This is an optimization exercise on Yosys and OpenROAD, whose aim is small area, a short achievable clock period and few clock cycles, not a production implementation. At most, simulation tests tie the RTL to the original design; equivalence was not proved. No activity file was given, so power comes from the tool's default toggle rates.

## run A
// my_cpu
module my_cpu(input clk, reset,
output [5:0] address,
output memWr,
output [7:0] writedata,
input [7:0] readdata, IN,
output [7:0] OUT,
output halt
);
clock: 5.0 ns
lec_check: 0
cap_margin: 20
core_margin: 2
core_utilization: 40
setup_slack_margin: 2.0
slew_margin: 20
run.sh (not shown) runs the stock make flow with config.mk's settings and CLKGATE_MAP_FILE= SYNTH_SCRIPT=/design/flow/synth_recipe.tcl, a recipe that flattens the netlist after the stock synthesis.
Testbench counts of run A, summed over its fixed seeds: cycles 27,619.
Edits applied to the flow inputs when going from run A to run B:
Settings: a change of SETUP_SLACK_MARGIN from 2.0 to 2.5.
==> flow/flow/run.sh (new file) <==
#!/bin/bash
# Standard layout, but with plain buffers on the ports instead of the
# delay-cell buffers buffer_ports picks by default.
set -euo pipefail
export BUFFER_PORTS_ARGS="-buffer_cell sky130_fd_sc_hd__buf_2"
bash standard.sh > standard.log 2>&1
==> flow/standard.sh (new file) <==
#!/bin/bash
# synth_recipe.tcl (not shown) runs the flow's synth.tcl, then flattens the netlist and writes it again
# the make line also repeats each setting of config.mk as NAME=value (left out here)
make -C /OpenROAD-flow-scripts/flow DESIGN_CONFIG=/design/flow/config.mk WORK_HOME=/design/flow/orfs CLKGATE_MAP_FILE= SYNTH_SCRIPT=/design/flow/synth_recipe.tcl "${@:-finish}"
removed: flow/run.sh
Run B — count of nets after finishing 25 higher, run A as reference. Diff run A..run B | number of distinct standard cells referenced by the synthesized netlist | negligible. Between run B and run A, the worst-case hold slack figures differ only marginally. Between run A and run B, the flow reports routed length on met3 increasing by more than a quarter. On run B: total power is 4.3% higher than what run A gave. Compared with run A, run B ends up with a larger final cell area. Relative to run A, fraction of area in registers decreased by 2.2 points in run B.
[inputs] run C vs run B
==> flow/run.sh (new file) <==
#!/bin/bash
# synth_recipe.tcl (not shown) runs the flow's synth.tcl, then flattens the netlist and writes it again
# the make line also repeats each setting of config.mk as NAME=value (left out here)
make -C /OpenROAD-flow-scripts/flow DESIGN_CONFIG=/design/flow/config.mk WORK_HOME=/design/flow/orfs CLKGATE_MAP_FILE= SYNTH_SCRIPT=/design/flow/synth_recipe.tcl finish
removed: flow/flow/run.sh
removed: flow/standard.sh
### Flow results
| overall power | run C vs run B | worse |
Final critical delay including setup and external delays: run B and run C compared, lower one is run C
Final routed wirelength across all metal layers (higher): run C
Relative to run B, relative area change from synthesis to final layout increased by 0.90 points in run C.
In the flow results for run B and run C, the sequential standard cell area is larger on run C.
On fmax, run B and run C are basically level.
Relative to run B, the final instance count without filler cells measured on run C has decreased slightly.
Against run B as the reference, run C delivers a lower critical-path maximum fanout.
Against run B, run C comes in about 2.4% lower on standby leakage power.
NOTE: wire length of the first global-routing pass in run C exceeds that of run B
Between run B and run C, cell area increased.
Modified inputs, run D compared to run C
==> flow/flow/run.sh (new file) <==
#!/bin/bash
# Standard layout, but with plain buffers on the ports instead of the
# delay-cell buffers buffer_ports picks by default.
set -euo pipefail
export BUFFER_PORTS_ARGS="-buffer_cell sky130_fd_sc_hd__buf_1"
bash standard.sh > standard.log 2>&1
==> flow/standard.sh (new file) <==
#!/bin/bash
# synth_recipe.tcl (not shown) runs the flow's synth.tcl, then flattens the netlist and writes it again
# the make line also repeats each setting of config.mk as NAME=value (left out here)
make -C /OpenROAD-flow-scripts/flow DESIGN_CONFIG=/design/flow/config.mk WORK_HOME=/design/flow/orfs CLKGATE_MAP_FILE= SYNTH_SCRIPT=/design/flow/synth_recipe.tcl "${@:-finish}"
removed: flow/run.sh
==> comparison <==
Summary of run D over run C: share of cell area taken by flip-flops and latches +1.5 points; share of final-layout standard cells stronger than drive strength 1 -1.9 points. Clock share of power down 0.8 points in run D wrt run C. Between run D and run C, number of setup buffers added after CTS is higher for run D, run C comes in under that. The run showing the greater final worst hold slack is run C. Run D vs run C — design area dropped by a few percent. Run C -> run D: net switching power decreased by a few percent. Run C -> run D: inverter count of the layout excluding clock inverters delta 0, exact match. Taking run C over run D, the maximum number of pins on one net before global-route repair ratio works out to 0.75. Compared with run C, run D shows a met3 usage that is 0.66 points lower. Against run C, run D comes in 1.2 points higher on proportion of cell area occupied by multi-input gates.

my_cpu, a different RTL version from the one above (not shown whole).
For scale: roughly 110 flip-flops, about 5900 sq um of cells after synthesis.
Settings: LEC_CHECK=0, CAP_MARGIN=20, CORE_MARGIN=2, CORE_UTILIZATION=40, SETUP_SLACK_MARGIN=2.5, SLEW_MARGIN=20; clock period 5.0 ns.
Stock flow here: none of the scripts above is used.
The starting point passed the timing, DRC and antenna checks.
Change:
SETUP_SLACK_MARGIN = 3.0   (was 2.5)
Outcome: Core utilization goes up by 4.7 points. Register-to-register slack is better by 0.05 ns. Clock power barely changes. First-iteration DRC count goes up by a little under a tenth. Total power goes up by a few percent. Routed wire length goes up by roughly a tenth. Sequential cell count stays the same. Setup slack is better by 0.055 ns. Sequential power hardly moves.
No functional check of the RTL was part of any run of this note.

## v6
Another version of the RTL of my_cpu (not shown whole).
Size: roughly 42 I/O pins, about 0.0062 mm^2 of cells after synthesis.
Settings: LEC_CHECK=0, CAP_MARGIN=20, CORE_MARGIN=2, CORE_UTILIZATION=40, CTS_BUF_LIST=sky130_fd_sc_hd__clkbuf_8, CTS_CLUSTER_SIZE=40, SETUP_SLACK_MARGIN=2.8, SLEW_MARGIN=20; clock period 5.0 ns.
standard.sh (not shown) runs the stock make flow with config.mk's settings and CLKGATE_MAP_FILE= SYNTH_SCRIPT=/design/flow/synth_recipe.tcl, a recipe that flattens the netlist after the stock synthesis.
==> flow/flow/run.sh <==
#!/bin/bash
# Standard layout, but with plain buffers on the ports instead of the
# delay-cell buffers buffer_ports picks by default.
set -euo pipefail
export BUFFER_PORTS_ARGS="-buffer_cell sky130_fd_sc_hd__buf_1"
bash standard.sh > standard.log 2>&1
v6 completed end to end with timing, DRC and antenna clean.
Changes in v7 relative to v6:
Settings: SETUP_SLACK_MARGIN changed from 2.8 to 3.0.
[summary]
In the metrics for v7 and v6, the one carrying the higher via density per instance is v6.
Of v7 and v6, the higher total clock network power belongs to v6.
Half-perimeter wire length of the detailed placement result, v7 and v6, higher one = v6.
Higher power share of the clock group among v7 and v6: v6
Setup slack: v7 more than v6
v7 vs v6: final core utilization up
Cell area delta for v7 relative to v6: 9.5% higher
No functional check of the RTL was part of any run of this note.

oak:
my_cpu with an RTL version that a note above also has.
Size in the first run: ~570 cells after synthesis, roughly 110 flip-flops, ~42 I/O pins.
==> flow/config.mk <==
export PLATFORM = sky130hd
export DESIGN_NAME = my_cpu
export DESIGN_NICKNAME = my_cpu
export VERILOG_FILES = /design/flow/design.v
export SDC_FILE = /design/flow/constraint.sdc
export NUM_CORES = 4
export LEC_CHECK = 0
export CAP_MARGIN = 20
export CORE_MARGIN = 2
export CORE_UTILIZATION = 40
export CTS_BUF_LIST = sky130_fd_sc_hd__clkbuf_8
export CTS_CLUSTER_DIAMETER = 150
export CTS_CLUSTER_SIZE = 40
export SETUP_SLACK_MARGIN = 2.5
export SLEW_MARGIN = 20
==> flow/constraint.sdc <==
create_clock -name core_clock -period 5.0 [get_ports {clk}]
set_input_delay 1.0000 -clock core_clock [delete_from_list [all_inputs] [get_ports {clk}]]
set_output_delay 1.0000 -clock core_clock [all_outputs]
set_load 0.01 [all_outputs]
run.sh (not shown) runs the stock make flow with config.mk's settings and CLKGATE_MAP_FILE= SYNTH_SCRIPT=/design/flow/synth_recipe.tcl, a recipe that flattens the netlist after the stock synthesis.
Stock flow here: none of the scripts above is used.
Changes in pine relative to oak:
Settings: CTS_CLUSTER_DIAMETER removed (was 150); CTS_BUF_LIST changed from sky130_fd_sc_hd__clkbuf_8 to sky130_fd_sc_hd__clkbuf_4; CTS_CLUSTER_SIZE removed (was 40).
## What came out
- Clock transition time at the flip-flop clock pins of the worst setup and hold paths for pine is higher than for oak.
- From oak to pine, post-placement cell area did not move at all.
- Route | pine vs oak | wire longer in pine
- [compare] base=oak new=pine: number of I/O pins has remained practically unchanged, post-layout instance area went down 0.36%, die footprint level.
- Sort oak and pine by critical path depth, ascending, and oak comes first.
- Looking at end point of the critical path, the a[4] result is from pine; the a[5] one comes from oak.
- [pine] power attributed to the clock group fell 20% relative to oak
Function was not checked in any run of this note: the RTL went through the layout flow alone.

Another version of the RTL of my_cpu (not shown whole).
Size: roughly 120 flip-flops.
export LEC_CHECK = 0
export CAP_MARGIN = 20
export CORE_MARGIN = 2
export CORE_UTILIZATION = 30
export SETUP_SLACK_MARGIN = 2.9
export SLEW_MARGIN = 20
export SYNTH_HIERARCHICAL = 1
export SYNTH_MINIMUM_KEEP_SIZE = 0
export TNS_END_PERCENT = 0
create_clock -name core_clock -period 5.0 [get_ports {clk}]
standard.sh (not shown) runs the stock make flow with config.mk's settings and CLKGATE_MAP_FILE= SYNTH_SCRIPT=/design/flow/synth_recipe.tcl, a recipe that flattens the netlist after the stock synthesis.
==> flow/flow/run.sh <==
#!/bin/bash
# Standard layout, with two changes: plain buffers on the ports instead of the
# delay-cell buffers buffer_ports picks by default, and a clock tree of
# clkbuf_8 cells with no dummy loads.
set -euo pipefail
export BUFFER_PORTS_ARGS="-buffer_cell sky130_fd_sc_hd__buf_1"
export CTS_ARGS="-sink_clustering_enable -repair_clock_nets -buf_list sky130_fd_sc_hd__clkbuf_8 -dont_use_dummy_load -sink_clustering_size 30 -sink_clustering_max_diameter 80"
bash standard.sh > standard.log 2>&1
The first run went through all stages and came out clean.
Testbench counts at the start, summed over its fixed seeds: cycles 27,699.
Then changed:
==> flow/flow/run.sh (replaced) <==
#!/bin/bash
# Standard layout, but with plain buffers on the ports instead of the
# delay-cell buffers buffer_ports picks by default.
set -euo pipefail
export BUFFER_PORTS_ARGS="-buffer_cell sky130_fd_sc_hd__buf_1"
bash standard.sh > standard.log 2>&1
CORE_UTILIZATION = 40   (was 30)
CTS_BUF_LIST = sky130_fd_sc_hd__clkbuf_8   (was unset)
CTS_CLUSTER_SIZE = 40   (was unset)
SETUP_SLACK_MARGIN = 2.8   (was 2.9)
TNS_END_PERCENT = unset   (was 0)
Result: Clock skew is lower by 0.012 ns; routed wire length is higher by 0.98%; setup slack loses 0.019 ns; hold slack hardly moves.
Then changed:
==> flow/flow/run.sh (replaced) <==
#!/bin/bash
# Standard layout, with two changes: plain buffers on the ports instead of the
# delay-cell buffers buffer_ports picks by default, and a clock tree of
# clkbuf_4 -root_buf sky130_fd_sc_hd__clkbuf_16 cells with no dummy loads.
set -euo pipefail
export BUFFER_PORTS_ARGS="-buffer_cell sky130_fd_sc_hd__buf_1"
export CTS_ARGS="-sink_clustering_enable -repair_clock_nets -buf_list sky130_fd_sc_hd__clkbuf_4 -root_buf sky130_fd_sc_hd__clkbuf_16 -dont_use_dummy_load -sink_clustering_size 30 -sink_clustering_max_diameter 80"
bash standard.sh > standard.log 2>&1
CTS_BUF_LIST = unset   (was sky130_fd_sc_hd__clkbuf_8)
CTS_CLUSTER_SIZE = unset   (was 40)
SETUP_SLACK_MARGIN = 2.9   (was 2.8)
TNS_END_PERCENT = 0   (was unset)
=> The new run finished with timing, DRC and antenna clean; sequential cell count is unchanged; utilization is lower by 1.9 points; design area is lower by about 4%; setup slack is better by 0.033 ns; non-clock buffer count does not change; fmax is higher by 1.5%; count of clock-buffer cells in the layout stays the same; first-iteration DRC count is lower by 15%; die area does not change; routed wire length is lower by 3.8%; critical path depth does not change.

==> afterwards: timing with drivers on the ports <==
In the flow no input, the clock included, has a driving cell. The finished layouts below were timed again as built, in two steps.
Step 1: set_driving_cell puts a clkbuf_16 on clk and a buf_2 on each other input, an assumption about the parent block.
Step 2 adds t to the input delays and takes it off the output delays; t is the mean of the earliest and latest rising clock arrival at the registers after step 1. Input paths then give back, and output paths get back, about the clock's delay inside the block.
Three values: ideal, step 1, step 2; two values: the first two.
run | t (ns) | setup slack, ns | worst setup path at the end | latest minus earliest clock arrival (ns)
run A | 0.386 | 2.083 / 2.083 / 1.798 | input to register | 0.016 / 0.016
run B | 0.397 | 2.313 / 2.313 / 2.127 | input to register | 0.008 / 0.008
run C | 0.393 | 2.318 / 2.318 / 2.218 | input to register | 0.014 / 0.014
run D | 0.390 | 2.366 / 2.366 / 2.094 | input to register | 0.008 / 0.008
the first run of note 2 | 0.445 | 2.381 / 2.381 / 2.110 | input to register | 0.010 / 0.010
the second run of note 2 | 0.459 | 2.436 / 2.436 / 2.342 | input to register | 0.007 / 0.006
v6 | 0.465 | 2.648 / 2.648 / 2.305 | input to register | 0.010 / 0.011
v7 | 0.469 | 2.668 / 2.668 / 2.293 | input to register | 0.010 / 0.010
oak | 0.473 | 2.433 / 2.433 / 2.070 | input to register | 0.015 / 0.015
pine | 0.540 | 2.379 / 2.379 / 2.036 | input to register | 0.020 / 0.019
the first run of note 5 | 0.467 | 2.743 / 2.743 / 2.560 | input to register | 0.027 / 0.027
the second run of note 5 | 0.479 | 2.723 / 2.723 / 2.611 | input to register | 0.015 / 0.015
the third run of note 5 | 0.390 | 2.756 / 2.756 / 2.488 | input to register | 0.042 / 0.043
After both steps every run listed still meets setup and hold. For v7, which loses most, drivers alone change the setup slack by 0.000 ns; drivers and shift together by -0.375 ns.
